What follows belongs to an exercise in optimizing a design on an open flow for small area, a short achievable clock period and few clock cycles; a production flow would make more cautious choices.
Only simulation tests tie the RTL to the original design; equivalence was not proved.
Power is estimated from default activity; no workload was simulated.

**design/flow/config.mk**
```make
export PLATFORM = sky130hd
export DESIGN_NAME = mips16_core
export DESIGN_NICKNAME = mips16_core
export VERILOG_FILES = /design/flow/design.v
export SDC_FILE = /design/flow/constraint.sdc
export NUM_CORES = 4
export LEC_CHECK = 0
export CAP_MARGIN = 20
export CORE_MARGIN = 2
export CORE_UTILIZATION = 40
export GPL_TIMING_DRIVEN = 0
export SLEW_MARGIN = 20
export SYNTH_HIERARCHICAL = 1
export SYNTH_MINIMUM_KEEP_SIZE = 0
```
**design/flow/constraint.sdc**
```tcl
create_clock -name core_clock -period 44.0 [get_ports {clk}]
set_input_delay 8.8000 -clock core_clock [delete_from_list [all_inputs] [get_ports {clk}]]
set_output_delay 8.8000 -clock core_clock [all_outputs]
set_load 0.01 [all_outputs]
```
**design/flow/standard.sh**
```bash
#!/bin/bash
# synth_recipe.tcl (not shown) runs the flow's synth.tcl, then flattens the netlist and writes it again
# the make line also repeats each setting of config.mk as NAME=value (left out here)
make -C /OpenROAD-flow-scripts/flow DESIGN_CONFIG=/design/flow/config.mk WORK_HOME=/design/flow/orfs CLKGATE_MAP_FILE= SYNTH_SCRIPT=/design/flow/synth_recipe.tcl "${@:-finish}"
```
**design/flow/flow/run.sh**
```bash
#!/bin/bash
set -euo pipefail
MARGIN=34.05
CTS="-sink_clustering_enable -repair_clock_nets -sink_clustering_size 24 -sink_clustering_max_diameter 80 -dont_use_dummy_load"
bash standard.sh SETUP_SLACK_MARGIN=$MARGIN "BUFFER_PORTS_ARGS=-buffer_cell sky130_fd_sc_hd__buf_4" "CTS_ARGS=$CTS" finish > standard_flow.log 2>&1
```
**design/flow/design.v**
```verilog
module ALU(
	input [15:0] a,
	input [15:0] b,
	input sub,            
	input [15:0] sh_x,    
	input [3:0] sh_n,     
	input sh_zero,        
	input sh_right,       
	output [15:0] addsub,
	output lt,            
	output [15:0] sh,
	output [15:0] mul,
	output [3:0] dshift   
	);
	wire [16:0] s17 = {1'b0, a} + {1'b0, b ^ {16{sub}}} + {16'd0, sub};
	assign addsub = s17[15:0];
	assign lt = ~s17[16];
	function [15:0] rev;
		input [15:0] x;
		integer k;
		begin
			for (k = 0; k < 16; k = k + 1) rev[k] = x[15 - k];
		end
	endfunction
	wire [15:0] shi = sh_right ? rev(sh_x) : sh_x;
	wire [15:0] sho = shi << sh_n;
	assign sh = sh_zero ? 16'd0 : (sh_right ? rev(sho) : sho);
	MUL16 m(.a(a), .b(b), .p(mul));
	function [3:0] msb;
		input [15:0] x;
		integer k;
		begin
			msb = 4'd0;
			for (k = 0; k < 16; k = k + 1)
				if (x[k]) msb = k;
		end
	endfunction
	assign dshift = msb(a) - msb(b);
endmodule
module MUL16(input [15:0] a, input [15:0] b, output [15:0] p);
	wire t1 = (a[13] & b[0]) ^ (a[12] & b[1]);
	wire t2 = (a[13] & b[0]) & (a[12] & b[1]);
	wire t3 = (a[14] & b[0]) ^ (a[13] & b[1]) ^ (a[12] & b[2]);
	wire t4 = ((a[14] & b[0]) & (a[13] & b[1])) | ((a[12] & b[2]) & ((a[14] & b[0]) ^ (a[13] & b[1])));
	wire t5 = (a[11] & b[3]) ^ (a[10] & b[4]);
	wire t6 = (a[11] & b[3]) & (a[10] & b[4]);
	wire t7 = (a[15] & b[0]) ^ (a[14] & b[1]) ^ (a[13] & b[2]);
	wire t9 = (a[12] & b[3]) ^ (a[11] & b[4]) ^ (a[10] & b[5]);
	wire t11 = (a[9] & b[6]) ^ (a[8] & b[7]);
	wire t13 = (a[9] & b[0]) ^ (a[8] & b[1]);
	wire t14 = (a[9] & b[0]) & (a[8] & b[1]);
	wire t15 = (a[10] & b[0]) ^ (a[9] & b[1]) ^ (a[8] & b[2]);
	wire t16 = ((a[10] & b[0]) & (a[9] & b[1])) | ((a[8] & b[2]) & ((a[10] & b[0]) ^ (a[9] & b[1])));
	wire t17 = (a[7] & b[3]) ^ (a[6] & b[4]);
	wire t18 = (a[7] & b[3]) & (a[6] & b[4]);
	wire t19 = (a[11] & b[0]) ^ (a[10] & b[1]) ^ (a[9] & b[2]);
	wire t20 = ((a[11] & b[0]) & (a[10] & b[1])) | ((a[9] & b[2]) & ((a[11] & b[0]) ^ (a[10] & b[1])));
	wire t21 = (a[8] & b[3]) ^ (a[7] & b[4]) ^ (a[6] & b[5]);
	wire t22 = ((a[8] & b[3]) & (a[7] & b[4])) | ((a[6] & b[5]) & ((a[8] & b[3]) ^ (a[7] & b[4])));
	wire t23 = (a[5] & b[6]) ^ (a[4] & b[7]);
	wire t24 = (a[5] & b[6]) & (a[4] & b[7]);
	wire t25 = (a[12] & b[0]) ^ (a[11] & b[1]) ^ (a[10] & b[2]);
	wire t26 = ((a[12] & b[0]) & (a[11] & b[1])) | ((a[10] & b[2]) & ((a[12] & b[0]) ^ (a[11] & b[1])));
	wire t27 = (a[9] & b[3]) ^ (a[8] & b[4]) ^ (a[7] & b[5]);
	wire t28 = ((a[9] & b[3]) & (a[8] & b[4])) | ((a[7] & b[5]) & ((a[9] & b[3]) ^ (a[8] & b[4])));
	wire t29 = (a[6] & b[6]) ^ (a[5] & b[7]) ^ (a[4] & b[8]);
	wire t30 = ((a[6] & b[6]) & (a[5] & b[7])) | ((a[4] & b[8]) & ((a[6] & b[6]) ^ (a[5] & b[7])));
	wire t31 = (a[3] & b[9]) ^ (a[2] & b[10]);
	wire t32 = (a[3] & b[9]) & (a[2] & b[10]);
	wire t33 = (a[11] & b[2]) ^ (a[10] & b[3]) ^ (a[9] & b[4]);
	wire t34 = ((a[11] & b[2]) & (a[10] & b[3])) | ((a[9] & b[4]) & ((a[11] & b[2]) ^ (a[10] & b[3])));
	wire t35 = (a[8] & b[5]) ^ (a[7] & b[6]) ^ (a[6] & b[7]);
	wire t36 = ((a[8] & b[5]) & (a[7] & b[6])) | ((a[6] & b[7]) & ((a[8] & b[5]) ^ (a[7] & b[6])));
	wire t37 = (a[5] & b[8]) ^ (a[4] & b[9]) ^ (a[3] & b[10]);
	wire t38 = ((a[5] & b[8]) & (a[4] & b[9])) | ((a[3] & b[10]) & ((a[5] & b[8]) ^ (a[4] & b[9])));
	wire t39 = (a[2] & b[11]) ^ (a[1] & b[12]) ^ (a[0] & b[13]);
	wire t40 = ((a[2] & b[11]) & (a[1] & b[12])) | ((a[0] & b[13]) & ((a[2] & b[11]) ^ (a[1] & b[12])));
	wire t41 = (a[9] & b[5]) ^ (a[8] & b[6]) ^ (a[7] & b[7]);
	wire t42 = ((a[9] & b[5]) & (a[8] & b[6])) | ((a[7] & b[7]) & ((a[9] & b[5]) ^ (a[8] & b[6])));
	wire t43 = (a[6] & b[8]) ^ (a[5] & b[9]) ^ (a[4] & b[10]);
	wire t44 = ((a[6] & b[8]) & (a[5] & b[9])) | ((a[4] & b[10]) & ((a[6] & b[8]) ^ (a[5] & b[9])));
	wire t45 = (a[3] & b[11]) ^ (a[2] & b[12]) ^ (a[1] & b[13]);
	wire t46 = ((a[3] & b[11]) & (a[2] & b[12])) | ((a[1] & b[13]) & ((a[3] & b[11]) ^ (a[2] & b[12])));
	wire t47 = (a[0] & b[14]) ^ t2 ^ t3;
	wire t48 = ((a[0] & b[14]) & t2) | (t3 & ((a[0] & b[14]) ^ t2));
	wire t49 = (a[7] & b[8]) ^ (a[6] & b[9]) ^ (a[5] & b[10]);
	wire t51 = (a[4] & b[11]) ^ (a[3] & b[12]) ^ (a[2] & b[13]);
	wire t53 = (a[1] & b[14]) ^ (a[0] & b[15]) ^ t4;
	wire t55 = t6 ^ t7 ^ t9;
	wire t57 = (a[6] & b[0]) ^ (a[5] & b[1]);
	wire t58 = (a[6] & b[0]) & (a[5] & b[1]);
	wire t59 = (a[7] & b[0]) ^ (a[6] & b[1]) ^ (a[5] & b[2]);
	wire t60 = ((a[7] & b[0]) & (a[6] & b[1])) | ((a[5] & b[2]) & ((a[7] & b[0]) ^ (a[6] & b[1])));
	wire t61 = (a[4] & b[3]) ^ (a[3] & b[4]);
	wire t62 = (a[4] & b[3]) & (a[3] & b[4]);
	wire t63 = (a[8] & b[0]) ^ (a[7] & b[1]) ^ (a[6] & b[2]);
	wire t64 = ((a[8] & b[0]) & (a[7] & b[1])) | ((a[6] & b[2]) & ((a[8] & b[0]) ^ (a[7] & b[1])));
	wire t65 = (a[5] & b[3]) ^ (a[4] & b[4]) ^ (a[3] & b[5]);
	wire t66 = ((a[5] & b[3]) & (a[4] & b[4])) | ((a[3] & b[5]) & ((a[5] & b[3]) ^ (a[4] & b[4])));
	wire t67 = (a[2] & b[6]) ^ (a[1] & b[7]);
	wire t68 = (a[2] & b[6]) & (a[1] & b[7]);
	wire t69 = (a[7] & b[2]) ^ (a[6] & b[3]) ^ (a[5] & b[4]);
	wire t70 = ((a[7] & b[2]) & (a[6] & b[3])) | ((a[5] & b[4]) & ((a[7] & b[2]) ^ (a[6] & b[3])));
	wire t71 = (a[4] & b[5]) ^ (a[3] & b[6]) ^ (a[2] & b[7]);
	wire t72 = ((a[4] & b[5]) & (a[3] & b[6])) | ((a[2] & b[7]) & ((a[4] & b[5]) ^ (a[3] & b[6])));
	wire t73 = (a[1] & b[8]) ^ (a[0] & b[9]) ^ t13;
	wire t74 = ((a[1] & b[8]) & (a[0] & b[9])) | (t13 & ((a[1] & b[8]) ^ (a[0] & b[9])));
	wire t75 = (a[5] & b[5]) ^ (a[4] & b[6]) ^ (a[3] & b[7]);
	wire t76 = ((a[5] & b[5]) & (a[4] & b[6])) | ((a[3] & b[7]) & ((a[5] & b[5]) ^ (a[4] & b[6])));
	wire t77 = (a[2] & b[8]) ^ (a[1] & b[9]) ^ (a[0] & b[10]);
	wire t78 = ((a[2] & b[8]) & (a[1] & b[9])) | ((a[0] & b[10]) & ((a[2] & b[8]) ^ (a[1] & b[9])));
	wire t79 = t14 ^ t15 ^ t17;
	wire t80 = (t14 & t15) | (t17 & (t14 ^ t15));
	wire t81 = (a[3] & b[8]) ^ (a[2] & b[9]) ^ (a[1] & b[10]);
	wire t82 = ((a[3] & b[8]) & (a[2] & b[9])) | ((a[1] & b[10]) & ((a[3] & b[8]) ^ (a[2] & b[9])));
	wire t83 = (a[0] & b[11]) ^ t16 ^ t18;
	wire t84 = ((a[0] & b[11]) & t16) | (t18 & ((a[0] & b[11]) ^ t16));
	wire t85 = t19 ^ t21 ^ t23;
	wire t86 = (t19 & t21) | (t23 & (t19 ^ t21));
	wire t87 = (a[1] & b[11]) ^ (a[0] & b[12]) ^ t20;
	wire t88 = ((a[1] & b[11]) & (a[0] & b[12])) | (t20 & ((a[1] & b[11]) ^ (a[0] & b[12])));
	wire t89 = t22 ^ t24 ^ t25;
	wire t90 = (t22 & t24) | (t25 & (t22 ^ t24));
	wire t91 = t27 ^ t29 ^ t31;
	wire t92 = (t27 & t29) | (t31 & (t27 ^ t29));
	wire t93 = t1 ^ t26 ^ t28;
	wire t94 = (t1 & t26) | (t28 & (t1 ^ t26));
	wire t95 = t30 ^ t32 ^ t33;
	wire t96 = (t30 & t32) | (t33 & (t30 ^ t32));
	wire t97 = t35 ^ t37 ^ t39;
	wire t98 = (t35 & t37) | (t39 & (t35 ^ t37));
	wire t99 = t5 ^ t34 ^ t36;
	wire t100 = (t5 & t34) | (t36 & (t5 ^ t34));
	wire t101 = t38 ^ t40 ^ t41;
	wire t102 = (t38 & t40) | (t41 & (t38 ^ t40));
	wire t103 = t43 ^ t45 ^ t47;
	wire t104 = (t43 & t45) | (t47 & (t43 ^ t45));
	wire t105 = t11 ^ t42 ^ t44;
	wire t107 = t46 ^ t48 ^ t49;
	wire t109 = t51 ^ t53 ^ t55;
	wire t111 = (a[4] & b[0]) ^ (a[3] & b[1]);
	wire t112 = (a[4] & b[0]) & (a[3] & b[1]);
	wire t113 = (a[5] & b[0]) ^ (a[4] & b[1]) ^ (a[3] & b[2]);
	wire t114 = ((a[5] & b[0]) & (a[4] & b[1])) | ((a[3] & b[2]) & ((a[5] & b[0]) ^ (a[4] & b[1])));
	wire t115 = (a[2] & b[3]) ^ (a[1] & b[4]);
	wire t116 = (a[2] & b[3]) & (a[1] & b[4]);
	wire t117 = (a[4] & b[2]) ^ (a[3] & b[3]) ^ (a[2] & b[4]);
	wire t118 = ((a[4] & b[2]) & (a[3] & b[3])) | ((a[2] & b[4]) & ((a[4] & b[2]) ^ (a[3] & b[3])));
	wire t119 = (a[1] & b[5]) ^ (a[0] & b[6]) ^ t57;
	wire t120 = ((a[1] & b[5]) & (a[0] & b[6])) | (t57 & ((a[1] & b[5]) ^ (a[0] & b[6])));
	wire t121 = (a[2] & b[5]) ^ (a[1] & b[6]) ^ (a[0] & b[7]);
	wire t122 = ((a[2] & b[5]) & (a[1] & b[6])) | ((a[0] & b[7]) & ((a[2] & b[5]) ^ (a[1] & b[6])));
	wire t123 = t58 ^ t59 ^ t61;
	wire t124 = (t58 & t59) | (t61 & (t58 ^ t59));
	wire t125 = (a[0] & b[8]) ^ t60 ^ t62;
	wire t126 = ((a[0] & b[8]) & t60) | (t62 & ((a[0] & b[8]) ^ t60));
	wire t127 = t63 ^ t65 ^ t67;
	wire t128 = (t63 & t65) | (t67 & (t63 ^ t65));
	wire t129 = t64 ^ t66 ^ t68;
	wire t130 = (t64 & t66) | (t68 & (t64 ^ t66));
	wire t131 = t69 ^ t71 ^ t73;
	wire t132 = (t69 & t71) | (t73 & (t69 ^ t71));
	wire t133 = t70 ^ t72 ^ t74;
	wire t134 = (t70 & t72) | (t74 & (t70 ^ t72));
	wire t135 = t75 ^ t77 ^ t79;
	wire t136 = (t75 & t77) | (t79 & (t75 ^ t77));
	wire t137 = t76 ^ t78 ^ t80;
	wire t138 = (t76 & t78) | (t80 & (t76 ^ t78));
	wire t139 = t81 ^ t83 ^ t85;
	wire t140 = (t81 & t83) | (t85 & (t81 ^ t83));
	wire t141 = t82 ^ t84 ^ t86;
	wire t142 = (t82 & t84) | (t86 & (t82 ^ t84));
	wire t143 = t87 ^ t89 ^ t91;
	wire t144 = (t87 & t89) | (t91 & (t87 ^ t89));
	wire t145 = t88 ^ t90 ^ t92;
	wire t146 = (t88 & t90) | (t92 & (t88 ^ t90));
	wire t147 = t93 ^ t95 ^ t97;
	wire t148 = (t93 & t95) | (t97 & (t93 ^ t95));
	wire t149 = t94 ^ t96 ^ t98;
	wire t150 = (t94 & t96) | (t98 & (t94 ^ t96));
	wire t151 = t99 ^ t101 ^ t103;
	wire t152 = (t99 & t101) | (t103 & (t99 ^ t101));
	wire t153 = t100 ^ t102 ^ t104;
	wire t155 = t105 ^ t107 ^ t109;
	wire t157 = (a[3] & b[0]) ^ (a[2] & b[1]);
	wire t158 = (a[3] & b[0]) & (a[2] & b[1]);
	wire t159 = (a[2] & b[2]) ^ (a[1] & b[3]) ^ (a[0] & b[4]);
	wire t160 = ((a[2] & b[2]) & (a[1] & b[3])) | ((a[0] & b[4]) & ((a[2] & b[2]) ^ (a[1] & b[3])));
	wire t161 = (a[0] & b[5]) ^ t112 ^ t113;
	wire t162 = ((a[0] & b[5]) & t112) | (t113 & ((a[0] & b[5]) ^ t112));
	wire t163 = t114 ^ t116 ^ t117;
	wire t164 = (t114 & t116) | (t117 & (t114 ^ t116));
	wire t165 = t118 ^ t120 ^ t121;
	wire t166 = (t118 & t120) | (t121 & (t118 ^ t120));
	wire t167 = t122 ^ t124 ^ t125;
	wire t168 = (t122 & t124) | (t125 & (t122 ^ t124));
	wire t169 = t126 ^ t128 ^ t129;
	wire t170 = (t126 & t128) | (t129 & (t126 ^ t128));
	wire t171 = t130 ^ t132 ^ t133;
	wire t172 = (t130 & t132) | (t133 & (t130 ^ t132));
	wire t173 = t134 ^ t136 ^ t137;
	wire t174 = (t134 & t136) | (t137 & (t134 ^ t136));
	wire t175 = t138 ^ t140 ^ t141;
	wire t176 = (t138 & t140) | (t141 & (t138 ^ t140));
	wire t177 = t142 ^ t144 ^ t145;
	wire t178 = (t142 & t144) | (t145 & (t142 ^ t144));
	wire t179 = t146 ^ t148 ^ t149;
	wire t180 = (t146 & t148) | (t149 & (t146 ^ t148));
	wire t181 = t150 ^ t152 ^ t153;
	wire t183 = (a[2] & b[0]) ^ (a[1] & b[1]);
	wire t184 = (a[2] & b[0]) & (a[1] & b[1]);
	wire t185 = (a[1] & b[2]) ^ (a[0] & b[3]) ^ t157;
	wire t186 = ((a[1] & b[2]) & (a[0] & b[3])) | (t157 & ((a[1] & b[2]) ^ (a[0] & b[3])));
	wire t187 = t111 ^ t158 ^ t159;
	wire t188 = (t111 & t158) | (t159 & (t111 ^ t158));
	wire t189 = t115 ^ t160 ^ t161;
	wire t190 = (t115 & t160) | (t161 & (t115 ^ t160));
	wire t191 = t119 ^ t162 ^ t163;
	wire t192 = (t119 & t162) | (t163 & (t119 ^ t162));
	wire t193 = t123 ^ t164 ^ t165;
	wire t194 = (t123 & t164) | (t165 & (t123 ^ t164));
	wire t195 = t127 ^ t166 ^ t167;
	wire t196 = (t127 & t166) | (t167 & (t127 ^ t166));
	wire t197 = t131 ^ t168 ^ t169;
	wire t198 = (t131 & t168) | (t169 & (t131 ^ t168));
	wire t199 = t135 ^ t170 ^ t171;
	wire t200 = (t135 & t170) | (t171 & (t135 ^ t170));
	wire t201 = t139 ^ t172 ^ t173;
	wire t202 = (t139 & t172) | (t173 & (t139 ^ t172));
	wire t203 = t143 ^ t174 ^ t175;
	wire t204 = (t143 & t174) | (t175 & (t143 ^ t174));
	wire t205 = t147 ^ t176 ^ t177;
	wire t206 = (t147 & t176) | (t177 & (t147 ^ t176));
	wire t207 = t151 ^ t178 ^ t179;
	wire t208 = (t151 & t178) | (t179 & (t151 ^ t178));
	wire t209 = t155 ^ t180 ^ t181;
	wire [15:0] r0 = {t208, t206, t204, t202, t200, t198, t196, t194, t192, t190, t188, t186, t184, (a[0] & b[2]), (a[1] & b[0]), (a[0] & b[0])};
	wire [15:0] r1 = {t209, t207, t205, t203, t201, t199, t197, t195, t193, t191, t189, t187, t185, t183, (a[0] & b[1]), 1'b0};
	assign p = r0 + r1;
endmodule
module REGFILE(
	input clk,
	input clr,
	input we,
	input [4:0] waddr,
	input [15:0] wdata,   
	input ld,             
	input [15:0] ldata,
	input si,             
	input [15:0] sdata,
	output [15:0] wd_o,   
	input [4:0] aaddr,
	output [15:0] adata,
	input [4:0] baddr,
	output [15:0] bdata,
	output r1nz  
	);
	reg [15:0] r [1:31];
	assign wd_o = ld ? ldata : si ? sdata : wdata;
	wire [15:0] wd = clr ? 16'd0 : wd_o;
	genvar g, k;
	generate for (g = 1; g < 32; g = g + 1) begin : W
		wire en = clr | (we & (waddr == g));
		always @(posedge clk) if (en) r[g] <= wd;
	end endgenerate
	wire [31:1] sa, sb;
	generate for (g = 1; g < 32; g = g + 1) begin : D
		assign sa[g] = (aaddr == g);
		assign sb[g] = (baddr == g);
	end endgenerate
	generate for (k = 0; k < 16; k = k + 1) begin : B
		wire [9:0] ya, yb;
		for (g = 0; g < 10; g = g + 1) begin : G
			AOI222 ua(.d({r[3*g+3][k], r[3*g+2][k], r[3*g+1][k]}), .s(sa[3*g+3:3*g+1]), .y(ya[g]));
			AOI222 ub(.d({r[3*g+3][k], r[3*g+2][k], r[3*g+1][k]}), .s(sb[3*g+3:3*g+1]), .y(yb[g]));
		end
		assign adata[k] = ~(&ya) | (r[31][k] & sa[31]);
		assign bdata[k] = ~(&yb) | (r[31][k] & sb[31]);
	end endgenerate
	assign r1nz = |r[1];
endmodule
module AOI222(
	input [2:0] d,
	input [2:0] s,
	output y
	);
	assign y = ~(|(d & s));
endmodule
module AOI22(
	input [1:0] d,
	input [1:0] s,
	output y
	);
	assign y = ~(|(d & s));
endmodule
module mips16_core(
	input clk,
	input rst,  
	output [9:0] imem_addr,
	input [15:0] imem_rdata,
	output [9:0] dmem_addr,
	output dmem_we,
	output [15:0] dmem_wdata,
	input [15:0] dmem_rdata,
	input [15:0] in_data,
	output rf_we,
	output [4:0] rf_waddr,
	output [15:0] rf_wdata
	);
	localparam [5:0] OP_NOP = 6'h00, OP_LW = 6'h01, OP_SW = 6'h02, OP_MV = 6'h03,
		OP_BGZ = 6'h04, OP_BEZ = 6'h05, OP_JMP = 6'h06, OP_JAL = 6'h07, OP_JR = 6'h08,
		OP_SLT = 6'h09, OP_SLTI = 6'h0A, OP_SEQ = 6'h0B, OP_SEQI = 6'h0C, OP_LIM = 6'h0D,
		OP_SL = 6'h0E, OP_SR = 6'h0F, OP_ADD = 6'h10, OP_SUB = 6'h11, OP_MULT = 6'h12,
		OP_DIV = 6'h13, OP_MOD = 6'h14, OP_ADDI = 6'h15, OP_SUBI = 6'h16, OP_MULTI = 6'h17,
		OP_DIVI = 6'h18, OP_MODI = 6'h19, OP_NOT = 6'h1A, OP_XOR = 6'h1B, OP_OR = 6'h1C,
		OP_AND = 6'h1D, OP_LWR = 6'h1E, OP_SWR = 6'h1F, OP_SI = 6'h20, OP_SLI = 6'h21,
		OP_SRI = 6'h22;
	reg [9:0] fpc, npc;
	reg ahead;          
	reg dv;             
	reg [15:0] ir;
	reg ev;             
	reg e_wr1;          
	reg [4:0] e_ra;     
	reg [1:0] ph;       
	reg [3:0] cnt;      
	reg ld_iss;         
	reg [9:0] dm_addr;
	reg dm_we;
	reg [15:0] dm_wdata;  
	reg rfw_we;
	reg [4:0] rfw_addr;
	reg [15:0] rfw_data;  
	assign imem_addr = fpc;
	assign dmem_addr = dm_addr;
	assign dmem_we = dm_we;
	assign dmem_wdata = dm_wdata;
	assign rf_we = rfw_we;
	assign rf_waddr = rfw_addr;
	assign rf_wdata = rfw_data;
	wire [5:0] op = ir[15:10];
	wire [4:0] fa = ir[9:5];
	wire [4:0] fb = ir[4:0];
	wire is_lw = (op == OP_LW), is_lwr = (op == OP_LWR);
	wire [4:0] ra = e_ra;
	wire [15:0] rA, rB;
	wire r1nz;
	reg wen;
	reg [4:0] waddr;
	wire [15:0] wdata_alu;
	wire sel_ld = is_lw | is_lwr;
	wire sel_si = (op == OP_SI);
	wire [15:0] wdata;
	reg clr;  
	always @(posedge clk) clr <= rst;
	REGFILE regs(.clk(clk), .clr(clr), .we(wen), .waddr(waddr), .wdata(wdata_alu),
		.ld(sel_ld), .ldata(dmem_rdata), .si(sel_si), .sdata(in_data), .wd_o(wdata),
		.aaddr(ra), .adata(rA), .baddr(fb), .bdata(rB), .r1nz(r1nz));
	wire use_imm = (op == OP_SLTI) | (op == OP_SEQI) | (op == OP_ADDI) | (op == OP_SUBI) |
		(op == OP_MULTI) | (op == OP_DIVI) | (op == OP_MODI) | (op == OP_SLI) | (op == OP_SRI);
	wire [15:0] opA = rA;
	wire [15:0] opB = use_imm ? {11'd0, fb} : rB;
	wire is_div = (op == OP_DIV) | (op == OP_DIVI);
	wire is_mod = (op == OP_MOD) | (op == OP_MODI);
	wire is_dm = is_div | is_mod;
	wire div_it = is_dm & (ph != 2'd0);    
	wire is_add = (op == OP_ADD) | (op == OP_ADDI);
	wire is_shr = (op == OP_SR) | (op == OP_SRI);
	wire [15:0] alu_as, alu_sh, alu_mul;
	wire alu_lt;
	wire [3:0] div_s;
	ALU alu(.a(opA), .b(opB), .sub(~is_add),
		.sh_x(div_it ? opB : opA), .sh_n(div_it ? cnt : opB[3:0]),
		.sh_zero(~div_it & (opB[15:4] != 12'd0)), .sh_right(~div_it & is_shr),
		.addsub(alu_as), .lt(alu_lt), .sh(alu_sh), .mul(alu_mul), .dshift(div_s));
	wire [16:0] dsub = {1'b0, rfw_data} - {1'b0, alu_sh};
	wire dge = ~dsub[16];
	wire [15:0] rem_n = dge ? dsub[15:0] : rfw_data;
	wire [15:0] quo_n = {dm_wdata[14:0], dge};
	wire b_zero = (opB == 16'd0);
	wire div_triv = b_zero | alu_lt;
	wire [15:0] div_triv_res = is_div ? (b_zero ? 16'hFFFF : 16'd0) : opA;
	reg e_last;
	always @(*) begin
		if (!ev) e_last = 1'b1;
		else if (is_lw) e_last = ld_iss ? (ph == 2'd1) : (ph == 2'd2);
		else if (is_lwr) e_last = (ph == 2'd2);
		else if (is_dm) e_last = (ph == 2'd0) ? div_triv : (cnt == 4'd0);
		else e_last = 1'b1;
	end
	reg e_last_next;
	always @(*) begin
		if (is_lw) e_last_next = ld_iss ? 1'b1 : (ph == 2'd1);
		else if (is_lwr) e_last_next = (ph == 2'd1);
		else if (is_dm) e_last_next = (ph == 2'd0) ? (div_s == 4'd0) : (cnt == 4'd1);
		else e_last_next = 1'b1;
	end
	wire [9:0] epc = npc - 10'd1;  
	wire s_mv = (op == OP_MV), s_not = (op == OP_NOT), s_xor = (op == OP_XOR);
	wire s_or = (op == OP_OR), s_and = (op == OP_AND);
	wire s_sh = (op == OP_SL) | (op == OP_SLI) | (op == OP_SR) | (op == OP_SRI);
	wire s_as = (op == OP_ADD) | (op == OP_ADDI) | (op == OP_SUB) | (op == OP_SUBI);
	wire s_mul = (op == OP_MULT) | (op == OP_MULTI);
	wire s_jal = (op == OP_JAL), s_lim = (op == OP_LIM);
	wire s_lt = (op == OP_SLT) | (op == OP_SLTI), s_ne = (op == OP_SEQ) | (op == OP_SEQI);
	wire [15:0] dres = (ph == 2'd0) ? div_triv_res : (is_div ? quo_n : rem_n);
	wire alu_ne = (alu_as != 16'd0);
	wire [15:0] lg_or = opA | opB, lg_and = opA & opB, lg_xor = opA ^ opB;
	genvar k;
	generate for (k = 0; k < 16; k = k + 1) begin : RES
		wire y1, y2, y3, y4;
		AOI222 g1(.d({lg_xor[k], ~opA[k], opA[k]}), .s({s_xor, s_not, s_mv}), .y(y1));
		AOI222 g2(.d({alu_sh[k], lg_and[k], lg_or[k]}), .s({s_sh, s_and, s_or}), .y(y2));
		AOI222 g3(.d({dres[k], alu_mul[k], alu_as[k]}), .s({is_dm, s_mul, s_as}), .y(y3));
		if (k == 0) begin : B0
			wire y5;
			AOI222 g4(.d({alu_lt, ir[k], epc[k]}), .s({s_lt, s_lim, s_jal}), .y(y4));
			assign y5 = ~(alu_ne & s_ne);
			assign wdata_alu[k] = ~(y1 & y2 & y3 & y4 & y5);
		end else if (k < 10) begin : BL
			AOI22 g4(.d({ir[k], epc[k]}), .s({s_lim, s_jal}), .y(y4));
			assign wdata_alu[k] = ~(y1 & y2 & y3 & y4);
		end else begin : BH
			assign wdata_alu[k] = ~(y1 & y2 & y3);
		end
	end endgenerate
	always @(*) begin
		wen = 1'b0;
		waddr = 5'd1;
		if (ev) begin
			case (op)
			OP_LW: begin wen = e_last; end
			OP_MV: begin wen = 1'b1; waddr = fb; end
			OP_JAL: begin wen = 1'b1; waddr = fa; end
			OP_SLT, OP_SLTI: begin wen = 1'b1; end
			OP_SEQ, OP_SEQI: begin wen = 1'b1; end
			OP_LIM: begin wen = 1'b1; end
			OP_SL, OP_SLI, OP_SR, OP_SRI: begin wen = 1'b1; end
			OP_ADD, OP_ADDI, OP_SUB, OP_SUBI: begin wen = 1'b1; end
			OP_MULT, OP_MULTI: begin wen = 1'b1; end
			OP_DIV, OP_DIVI, OP_MOD, OP_MODI: begin
				wen = e_last;
			end
			OP_NOT: begin wen = 1'b1; waddr = fb; end
			OP_XOR: begin wen = 1'b1; end
			OP_OR: begin wen = 1'b1; end
			OP_AND: begin wen = 1'b1; end
			OP_LWR: begin wen = e_last; waddr = fb; end
			OP_SI: begin wen = 1'b1; waddr = fa; end
			default: ;
			endcase
		end
	end
	wire e_br = ev & ((op == OP_JR) | ((op == OP_BGZ) & r1nz) | ((op == OP_BEZ) & ~r1nz));
	wire [9:0] e_tgt = (op == OP_JR) ? rA[9:0] : ir[9:0];
	wire [5:0] dop = imem_rdata[15:10];
	wire ir_free = e_last;
	wire acc = dv & ir_free & ~e_br;
	wire r1_known = ~(ev & e_wr1);
	wire d_jmp = (dop == OP_JMP);
	wire d_cbr = ((dop == OP_BGZ) | (dop == OP_BEZ)) & r1_known;
	wire d_taken = d_jmp | ((dop == OP_BGZ) & r1_known & r1nz) | ((dop == OP_BEZ) & r1_known & ~r1nz);
	wire d_drop = d_jmp | d_cbr;  
	wire d_multi = (dop == OP_LW) | (dop == OP_LWR);
	wire [4:0] dfa = imem_rdata[9:5], dfb = imem_rdata[4:0];
	wire d_wr1 = (dop == OP_LW) | (dop == OP_SLT) | (dop == OP_SLTI) | (dop == OP_SEQ) |
		(dop == OP_SEQI) | (dop == OP_LIM) | (dop == OP_SL) | (dop == OP_SR) |
		((dop >= OP_ADD) & (dop <= OP_MODI)) | (dop == OP_XOR) | (dop == OP_OR) |
		(dop == OP_AND) | (dop == OP_SLI) | (dop == OP_SRI) |
		(((dop == OP_MV) | (dop == OP_NOT) | (dop == OP_LWR)) & (dfb == 5'd1)) |
		(((dop == OP_JAL) | (dop == OP_SI)) & (dfa == 5'd1));
	wire e_store = ev & ((op == OP_SW) | (op == OP_SWR));
	wire e_lwr_iss = ev & is_lwr & (ph == 2'd0);
	wire e_lw_iss = ev & is_lw & ~ld_iss & (ph == 2'd0);
	wire d_lw_iss = acc & (dop == OP_LW) & ~e_store & ~e_lwr_iss;
	always @(posedge clk) begin
		if (rst) begin
			fpc <= 10'd0;
			npc <= 10'd0;
			ahead <= 1'b0;
			dv <= (fpc == 10'd0);
			ev <= 1'b0;
			ph <= 2'd0;
			ld_iss <= 1'b0;
			dm_we <= 1'b0;
			rfw_we <= 1'b0;
		end else begin
			if (e_br) begin
				npc <= e_tgt;
				fpc <= e_tgt;
				ahead <= 1'b0;
				dv <= 1'b0;
			end else if (acc) begin
				if (d_taken) begin
					npc <= imem_rdata[9:0];
					fpc <= imem_rdata[9:0];
					ahead <= 1'b0;
					dv <= 1'b0;
				end else begin
					npc <= npc + 10'd1;
					dv <= ahead;
					if (!ahead) begin
						fpc <= npc + 10'd1;
						ahead <= 1'b0;
					end else if (d_multi & ~d_drop) begin
						ahead <= 1'b0;
					end else begin
						fpc <= fpc + 10'd1;
						ahead <= 1'b1;
					end
				end
			end else begin
				dv <= ~ahead;
				if (!ahead & (e_last | e_last_next)) begin
					fpc <= fpc + 10'd1;
					ahead <= 1'b1;
				end else begin
					fpc <= npc;
					ahead <= 1'b0;
				end
			end
			if (acc) begin
				ir <= imem_rdata;
				ev <= ~d_drop;
				e_wr1 <= d_wr1;
				e_ra <= (dop == OP_SW) ? 5'd1 : dfa;
				ld_iss <= d_lw_iss;
			end else if (e_last) begin
				ev <= 1'b0;
			end
			if (e_last) ph <= 2'd0;
			else if (div_it) ph <= 2'd1;
			else ph <= ph + 2'd1;
			if (ev & is_dm) begin
				if (ph == 2'd0) cnt <= div_s;
				else cnt <= cnt - 4'd1;
			end
			dm_we <= e_store;
			rfw_we <= wen;
		end
	end
	always @(posedge clk) begin
		dm_addr <= e_store ? ((op == OP_SW) ? ir[9:0] : rB[9:0]) :
			e_lwr_iss ? rA[9:0] : e_lw_iss ? ir[9:0] : imem_rdata[9:0];
		dm_wdata <= (ev & is_dm) ? ((ph == 2'd0) ? 16'd0 : quo_n) : rA;
		rfw_addr <= waddr;
		rfw_data <= wen ? wdata : (ph == 2'd0) ? opA : rem_n;
	end
endmodule
```
==> impl_metrics.csv, run 1 <==
group,metric,value,unit
floorplanning,core_area,88510,µm²
timing,hold_viol_final,0,
timing,setup_violations,0,
timing,fmax,0.09948,GHz
status,status,"complete, no violations",
clock_network,clk_pin_slew,80,ps
cells_and_area,layout-drive-gt1-share,0.1779,
timing,rsz0062_at_grt,"yes",
global_route,track_usage,0.2887,
cells_and_area,nNetsFinal,3564,
yosys,synth_edf_count,522,
clock_network,clockBufferDepth,3,
yosys,yosysWarnings,10,
setup_path,path_max_fanout,17,
timing,setup_tns,0,ps
yosys,ys_seq_area_frac,0.4804,
floorplanning,ios,109,
clock_network,insertion_delay,610,ps
setup_path,worstReg2RegEnd,"regs.r[5][1]",
detailed_routing,routedWlPerCell,30.78,µm
placement,io_buffers,108,
setup_path,crit_required,44430,ps
power,ir_drop,0.00006220,V
clock_network,cts.sinks,598,
floorplanning,std_cell_rows,109,
timing,fin_crit,10050,ps
setup_path,crit_type,"in -> reg",
yosys,async_flop_share,0,
clock_network,cts_tree,"done",
setup_path,arrival,10490,ps
floorplanning,die_area,91900,µm²
timing,skew,75.65,ps
job,maxCapViolations,0,
clock_network,root_buffer,"clkbuf_16",
timing,drv_slew,0,
detailed_routing,routed_wl,138.3,mm
detailed_routing,vias_per_cell,6.832,
setup_path,reg2reg_depth,29,
global_route,antenna_found_initial,12,
yosys,yosys.cell_types.count,107,
global_route,grt_max_degree,32,
setup_path,endpoint_kind,"register",
setup_path,worstReg2RegStart,"e_ra[0]",
power,p_leak,15.15,nW
floorplanning,die_w,303.2,µm
setup_path,r2r_setup_slack,34040,ps
yosys,synth_ff_type,"edfxtp_1",
placement,hpwl,100.1,mm
clock_network,cts-hold-fix-buffers,0,
detailed_routing,via_count,30690,
timing,post-route-period-util,0.2285,
detailed_routing,first_iter_violations,6393,
power,p_per_area,71.50,nW/µm²
min_path,min_delay_path_depth,1,
yosys,synth_area_per_cell,11.60,µm²
global_route,grt_pass1_wl,194.3,mm
floorplanning,die-height,303.2,µm
detailed_routing,antenna_left,0,
yosys,synth-seq-cells,598,
detailed_routing,drc,0,
timing,worstMarginPinSlew,1264,ps
min_path,hold_start,"ph[0]",
global_route,grt_pass1_vias,28410,
clock_network,numCtsBuffers,36,
setup_path,cp-start-kind,"input port",
yosys,syn_nets,3322,
min_path,hold_path_end,"ph[0]",
clock_network,htreeDepth,2,
global_route,gr-total-overflow,0,
detailed_routing,firstDrtPassIters,21,
placement,gp_congestion,0.9909,
yosys,synth_cells,3087,
yosys,syn_area,35800,µm²
min_path,min_path_type,"reg -> reg",
timing,slew_headroom,0.1540,
floorplanning,initial_core_util,0.4044,
cells_and_area,syn_to_final_growth,14.46,%
timing,fin_hold_ws,484.4,ps
-- sequential cells by signal, indices dropped and copies added (netlist names), 2 cells and up --
signal    flops
cnt           4
dm_addr      10
dm_wdata     16
e_ra          5
fpc          10
ir           16
npc          10
ph            2
regs.r      496
rfw_addr      5
rfw_data     16
-- per-module statistics from Yosys (local to each module, per instance) --
| module | cell area (µm²) | copies in the design |
|---|---|---|
| ALU | 2675 | 1 |
| AOI222 | 10.01 | 369 |
| REGFILE | 17120 | 1 |
| AOI22 | 12.51 | 9 |
| mips16_core | 8601 | 1 |
| MUL16 | 3595 | 1 |
-- synth_stat cells (all sizes together) (20+ instances only) --
master / count / area, µm²
nor3: 46 / 230.2
a2111o: 32 / 360.4
mux4: 20 / 473.0
clkbuf: 79 / 299.0
nand3: 31 / 177.7
o21bai: 22 / 165.2
o21ai: 125 / 648.1
mux2i: 82 / 833.3
nand2: 261 / 984.7
xnor2: 55 / 481.7
nand4: 85 / 531.8
nor2: 198 / 773.2
nor2b: 33 / 206.5
dfxtp: 76 / 1521
mux2: 38 / 439.2
nand2b: 29 / 181.4
buf: 42 / 297.8
xor2: 49 / 429.2
a21oi: 115 / 590.6
inv: 188 / 705.7
a222oi: 369 / 3694
and2: 72 / 452.9
o21a: 23 / 180.2
a21o: 27 / 202.7
o22ai: 23 / 143.9
fa: 82 / 1642
edfxtp: 522 / 15680
nor4: 24 / 150.1
ha: 103 / 1289
-- worst max-delay path, cell delays in order --
cell,delay (ps)
buf_4,80
mux2i_1,50
o21ai_0,570
nor2b_4,750
buf_16,230
-- cell families after synthesis --
kind of cell,after synthesis,share of synthesized area
mux,140,0.04876
simple gates,859,0.1205
flops,598,0.4804
buf+inv,311,0.03660
fa+ha+maj,185,0.08186
xor+xnor,105,0.02607
compound gates,889,0.2058
-- cell type report --
cell class              count  area [µm²]
well taps                1165        1458
fillers                  8114       47540
plain buffers             121       696.9
repair buffers            203        1949
inverters                 190       713.2
clock buffers              36       900.9
flip-flops and latches    598       17240
multi-input cells        2179       18010
diodes                      1       2.502
-- power breakdown --
| part | internal, mW | switching, mW |
|---|---|---|
| registers | 0.774 | 0.0742 |
| clock network | 0.146 | 0.182 |
| logic | 0.639 | 1.11 |
-- cells in the final DEF, fill, tap and decap left out, drive strengths merged, types with 9 or more instances in the layout --
master	instances
mux2i	82
xor2	49
a211oi	18
o31ai	13
buf	248
a21oi	115
and3	9
nor2	198
a2111o	33
edfxtp	522
dfxtp	76
nand2b	29
or2	11
nor4	24
ha	103
o21bai	22
a22oi	16
mux4	20
a21o	27
clkbuf	112
nor3	46
fa	82
nor2b	33
a222oi	369
nand3b	10
a31oi	11
and2	72
mux2	38
or3	13
o21a	23
nand4	85
a22o	18
xnor2	55
nand3	31
o22ai	23
inv	188
nand2	261
o21ai	125
-- worst max path at each step --
stage                              start             to  slack (ps)  cells past startpoint
after floorplan           imem_rdata[11]         npc[3]       33640                      9
after global placement             ir[2]  regs.r[26][2]       32370                     29
after detailed placement           ir[4]  regs.r[25][2]       33100                     34
after CTS                 imem_rdata[11]         fpc[3]       34010                     10
after global routing      imem_rdata[11]         fpc[1]       33960                     11
final                         in_data[1]   regs.r[5][1]       33950                      5
-- metal layers --
layer,wire length (µm),track usage,vias to the layer above
met5,80,0,-
met3,16560,0.05883,360
li1,-,-,12980
met2,60400,0.4374,2136
met4,7050,0.1194,6
met1,54200,0.4036,15210
-- timing repair --
action	4_1_cts	5_1_grt
pin swaps	7	51
gates cloned	2	3
endpoints found under the setup margin	547	539
setup buffers	10	38
gates resized for setup	68	100
-- metrics by stage --
step | power [mW] | std cells | utilization | cell area (µm²) | setup WS, ps
3_5_place_dp | 2.523 | 4403 | 0.4424 | 39150 | 33100
6_report | 2.929 | 4493 | 0.4629 | 40970 | 33950
4_1_cts | 2.859 | 4451 | 0.4553 | 40300 | 34010
3_3_place_gp | 2.480 | 4360 | 0.4316 | 38210 | 32370
5_1_grt | 3.087 | 4492 | 0.4629 | 40970 | 33960
2_1_floorplan | 1.916 | 3087 | - | 35940 | 33640
Testbench counts, summed over its fixed seeds: cycles 27,902.
==> run 2: changes to the inputs <==
==> design/flow/run.sh (new file) <==
#!/bin/bash
# synth_recipe.tcl (not shown) runs the flow's synth.tcl, then flattens the netlist and writes it again
# the make line also repeats each setting of config.mk as NAME=value (left out here)
make -C /OpenROAD-flow-scripts/flow DESIGN_CONFIG=/design/flow/config.mk WORK_HOME=/design/flow/orfs CLKGATE_MAP_FILE= SYNTH_SCRIPT=/design/flow/synth_recipe.tcl finish
--- a/design/flow/config.mk
+++ b/design/flow/config.mk
@@ -8,7 +8,8 @@
 export CAP_MARGIN = 20
 export CORE_MARGIN = 2
 export CORE_UTILIZATION = 40
-export GPL_TIMING_DRIVEN = 0
+export CTS_CLUSTER_DIAMETER = 80
+export CTS_CLUSTER_SIZE = 24
 export SLEW_MARGIN = 20
 export SYNTH_HIERARCHICAL = 1
 export SYNTH_MINIMUM_KEEP_SIZE = 0
removed: design/flow/flow/run.sh
removed: design/flow/standard.sh
==> impl_metrics.csv, run 2 <==
group,metric,value,unit
status,status,"complete, no violations",
detailed_routing,routed_wl,133.7,mm
setup_path,worstReg2RegEnd,"regs.r[17][1]",
min_path,hold_path_end,"ph[0]",
clock_network,clockBufferDepth,3,
cells_and_area,fin_cells,4415,
clock_network,cts.sinks,598,
setup_path,reg2reg_depth,28,
timing,setup_violations,0,
timing,setup_slack,33000,ps
setup_path,crit_path_max_incr_delay,730,ps
placement,pre_cts_ws,32430,ps
yosys,yosysWarnings,10,
timing,fin_hold_ws,489.3,ps
clock_network,cts_setup_buffers,0,
setup_path,cp_cell_sequence,"clkdlybuf4s50_1, nor2b_1, nand4_1, a21oi_1, and3_1, nand4_1, o22ai_1, o22ai_1",
floorplanning,std_cell_rows,109,
detailed_routing,vias_per_cell,6.729,
timing,drv_slew,0,
yosys,syn_nets,3322,
yosys,async_flop_share,0,
timing,skew,58.31,ps
clock_network,insertion_delay,640,ps
yosys,syn_area,35800,µm²
setup_path,cp-start-kind,"input port",
global_route,grt_max_degree,58,
floorplanning,die_area,91900,µm²
yosys,synth.most_common_cell,"edfxtp_1",
detailed_routing,antenna_left,0,
min_path,min_delay_path_depth,1,
cells_and_area,layout_commonest_cell,"edfxtp_1",
clock_network,cts-hold-fix-buffers,0,
clock_network,clk_pin_slew,90,ps
setup_path,arrival,11490,ps
setup_path,crit_required,44490,ps
cells_and_area,syn_to_final_growth,11.84,%
timing,setup_tns,0,ps
timing,slew_headroom,0.1556,
setup_path,r2r_setup_slack,33150,ps
timing,hold_viol_final,0,
global_route,top_usage_layer,"met2",
cells_and_area,fin_area,40030,µm²
timing,rsz0062_at_grt,"no",
clock_network,root_buffer,"clkbuf_16",
timing,worstMarginPinSlew,1265,ps
clock_network,numCtsBuffers,36,
cells_and_area,multi_input_comb_area,17510,µm²
cells_and_area,layout-drive-gt1-share,0.1086,
global_route,grt_pass1_wl,191.5,mm
yosys,synth_cells,3087,
placement,hpwl,90.68,mm
clock_network,htreeDepth,2,
power,p_per_area,71.67,nW/µm²
min_path,hold_start,"ph[0]",
detailed_routing,drc,0,
cells_and_area,largest_register_ffs,496,
global_route,track_usage,0.2839,
yosys,synth_area_per_cell,11.60,µm²
timing,post-route-period-util,0.2501,
yosys,synth_ff_type,"edfxtp_1",
timing,fmax,0.09088,GHz
global_route,met1_usage,0.4001,
cells_and_area,nFillCells,8132,
global_route,gr-total-overflow,0,
power,p_leak,14.70,nW
job,maxCapViolations,0,
yosys,yosys.area.top_type_share,0.4379,
setup_path,worstReg2RegStart,"ir[4]",
yosys,synth.top_cells.by_area,"edfxtp_1 44%, a222oi_1 10%, fa_1 4.6%",
yosys,synth-seq-cells,598,
cells_and_area,mostFrequentLayoutCells,"522 x edfxtp_1, 369 x a222oi_1, 259 x nand2_1",
setup_path,crit_path_top_delay_cell,"clkdlybuf4s50_1",
power,ir_drop,0.00007995,V
timing,fin_crit,11000,ps
clock_network,cts_tree,"done",
setup_path,crit_type,"in -> reg",
detailed_routing,first_iter_violations,5603,
detailed_routing,firstDrtPassIters,15,
setup_path,endpoint_kind,"register",
detailed_routing,via_count,29710,
floorplanning,die_w,303.2,µm
setup_path,path_max_fanout,15,
global_route,globalRouteMet3Util,0.07111,
cells_and_area,post-route-util,0.4523,
floorplanning,ios,109,
yosys,ys_seq_area_frac,0.4804,
placement,placed_area,38850,µm²
global_route,antenna_found_initial,7,
cells_and_area,regMostFlops,"regs.r",
cells_and_area,nNetsFinal,3472,
min_path,min_path_type,"reg -> reg",
clock_network,ctsResizeCount,0,
placement,gp_congestion,0.9714,
yosys,synth_area_leader_cell,"edfxtp_1",
global_route,grt_pass1_vias,27750,
placement,dp.cells,4363,
placement,io_buffers,108,
floorplanning,core_area,88510,µm²
global_route,use_met2,0.4210,
yosys,yosys.cell_types.count,107,
power,power.total,2.869,mW
floorplanning,initial_core_util,0.4044,
cells_and_area,seq_area,17200,µm²
yosys,ys_top_cells_by_count,"522 x edfxtp_1, 369 x a222oi_1, 259 x nand2_1, 194 x nor2_1, 187 x inv_1",
detailed_routing,routedWlPerCell,30.28,µm
floorplanning,die-height,303.2,µm
yosys,synth_edf_count,522,
[run 2: changes by cell type in the layout (fill, tap and decap cells not counted), sizes merged]
cell           previous run  this run
buf                     248       125
clkdlybuf4s50             0       108
clkbuf                  112        37
clkinv                    2        10
inv                     188       193
a2111o                   33        32
[run 2: per-module statistics from Yosys (local to each module, per instance)]
| module | flops+latches | cells | times used |
|---|---|---|---|
| AOI22 | 0 | 1 | 9 |
| REGFILE | 496 | 849 | 1 |
| AOI222 | 0 | 1 | 369 |
| MUL16 | 0 | 428 | 1 |
| ALU | 0 | 340 | 1 |
| mips16_core | 102 | 1092 | 1 |
[run 2: report_power, final]
part           internal (mW)  switching, mW
sequential             0.772         0.0824
clock                  0.158          0.208
combinational          0.604           1.05
total                   1.53           1.34
[run 2: cells by family (layout without fill, tap and decap cells)]
kind of cell,count (synthesis),after routing,synth area share
compound gates,889,889,0.2058
simple gates,859,859,0.1205
flops,598,598,0.4804
buf+inv,311,473,0.03660
fa+ha+maj,185,185,0.08186
mux,140,140,0.04876
xor+xnor,105,105,0.02607
other cells,0,1,0
[run 2: per-layer routing]
metal	share of wire	vias to the layer above
li1	-	12820
met1	0.40	14670
met2	0.43	1940
met3	0.13	277
met4	0.041	6
met5	0.00031	-
[run 2: worst max-delay path by stage]
stage,from,to,slack (ps),depth (start not counted)
finish,imem_rdata[11],fpc[1],33000,8
floorplan,imem_rdata[11],npc[3],33350,9
global placement,imem_rdata[11],fpc[1],32500,8
CTS,imem_rdata[11],fpc[1],33080,8
detailed placement,imem_rdata[11],fpc[1],32430,8
global route,imem_rdata[11],fpc[6],32850,9
[run 2: cell type report]
class | instances | share of cell area
clock inverters | 13 | 0.005626
diodes | 1 | 0.00006251
repair buffers | 233 | 0.05054
inverters | 190 | 0.01781
well taps | 1165 | 0.03641
clock buffers | 37 | 0.02260
multi-input cells | 2178 | 0.4374
flip-flops and latches | 598 | 0.4296
[run 2: critical path, delay by kind of cell]
family          cells  cell delay [ps]
compound gates      3              750
simple gates        4             1200
buf+inv             1              730

## what the ideal ports hide
How much do the figures lean on ideal ports? The routed layouts below were timed once more, with nothing changed but the port constraints. Step 1 assumes that a clkbuf_16 drives the clock port and a buf_2 every other input. Step 2, shift: input delay + t, output delay - t, t = (earliest + latest rising clock arrival at the registers) / 2. This alone moves slack from input paths to output paths. a / b / c = ideal / step 1 / step 2; a / b = the first two.
| run | t, ns | slack for setup (ns) | latest minus earliest clock arrival (ns) | worst register clock-pin slew, ns | pins driven straight from the clock port |
|---|---|---|---|---|---|
| run 1 | 0.647 | 33.948 / 33.986 / 33.338 | 0.075 / 0.075 | 0.11 / 0.11 | 1 |
| run 2 | 0.671 | 32.997 / 32.929 / 32.258 | 0.058 / 0.058 | 0.10 / 0.10 | 1 |
After both steps setup and hold are still met in every run listed. For run 2, which loses most, drivers alone change the setup slack by -0.068 ns; drivers and shift together by -0.739 ns.
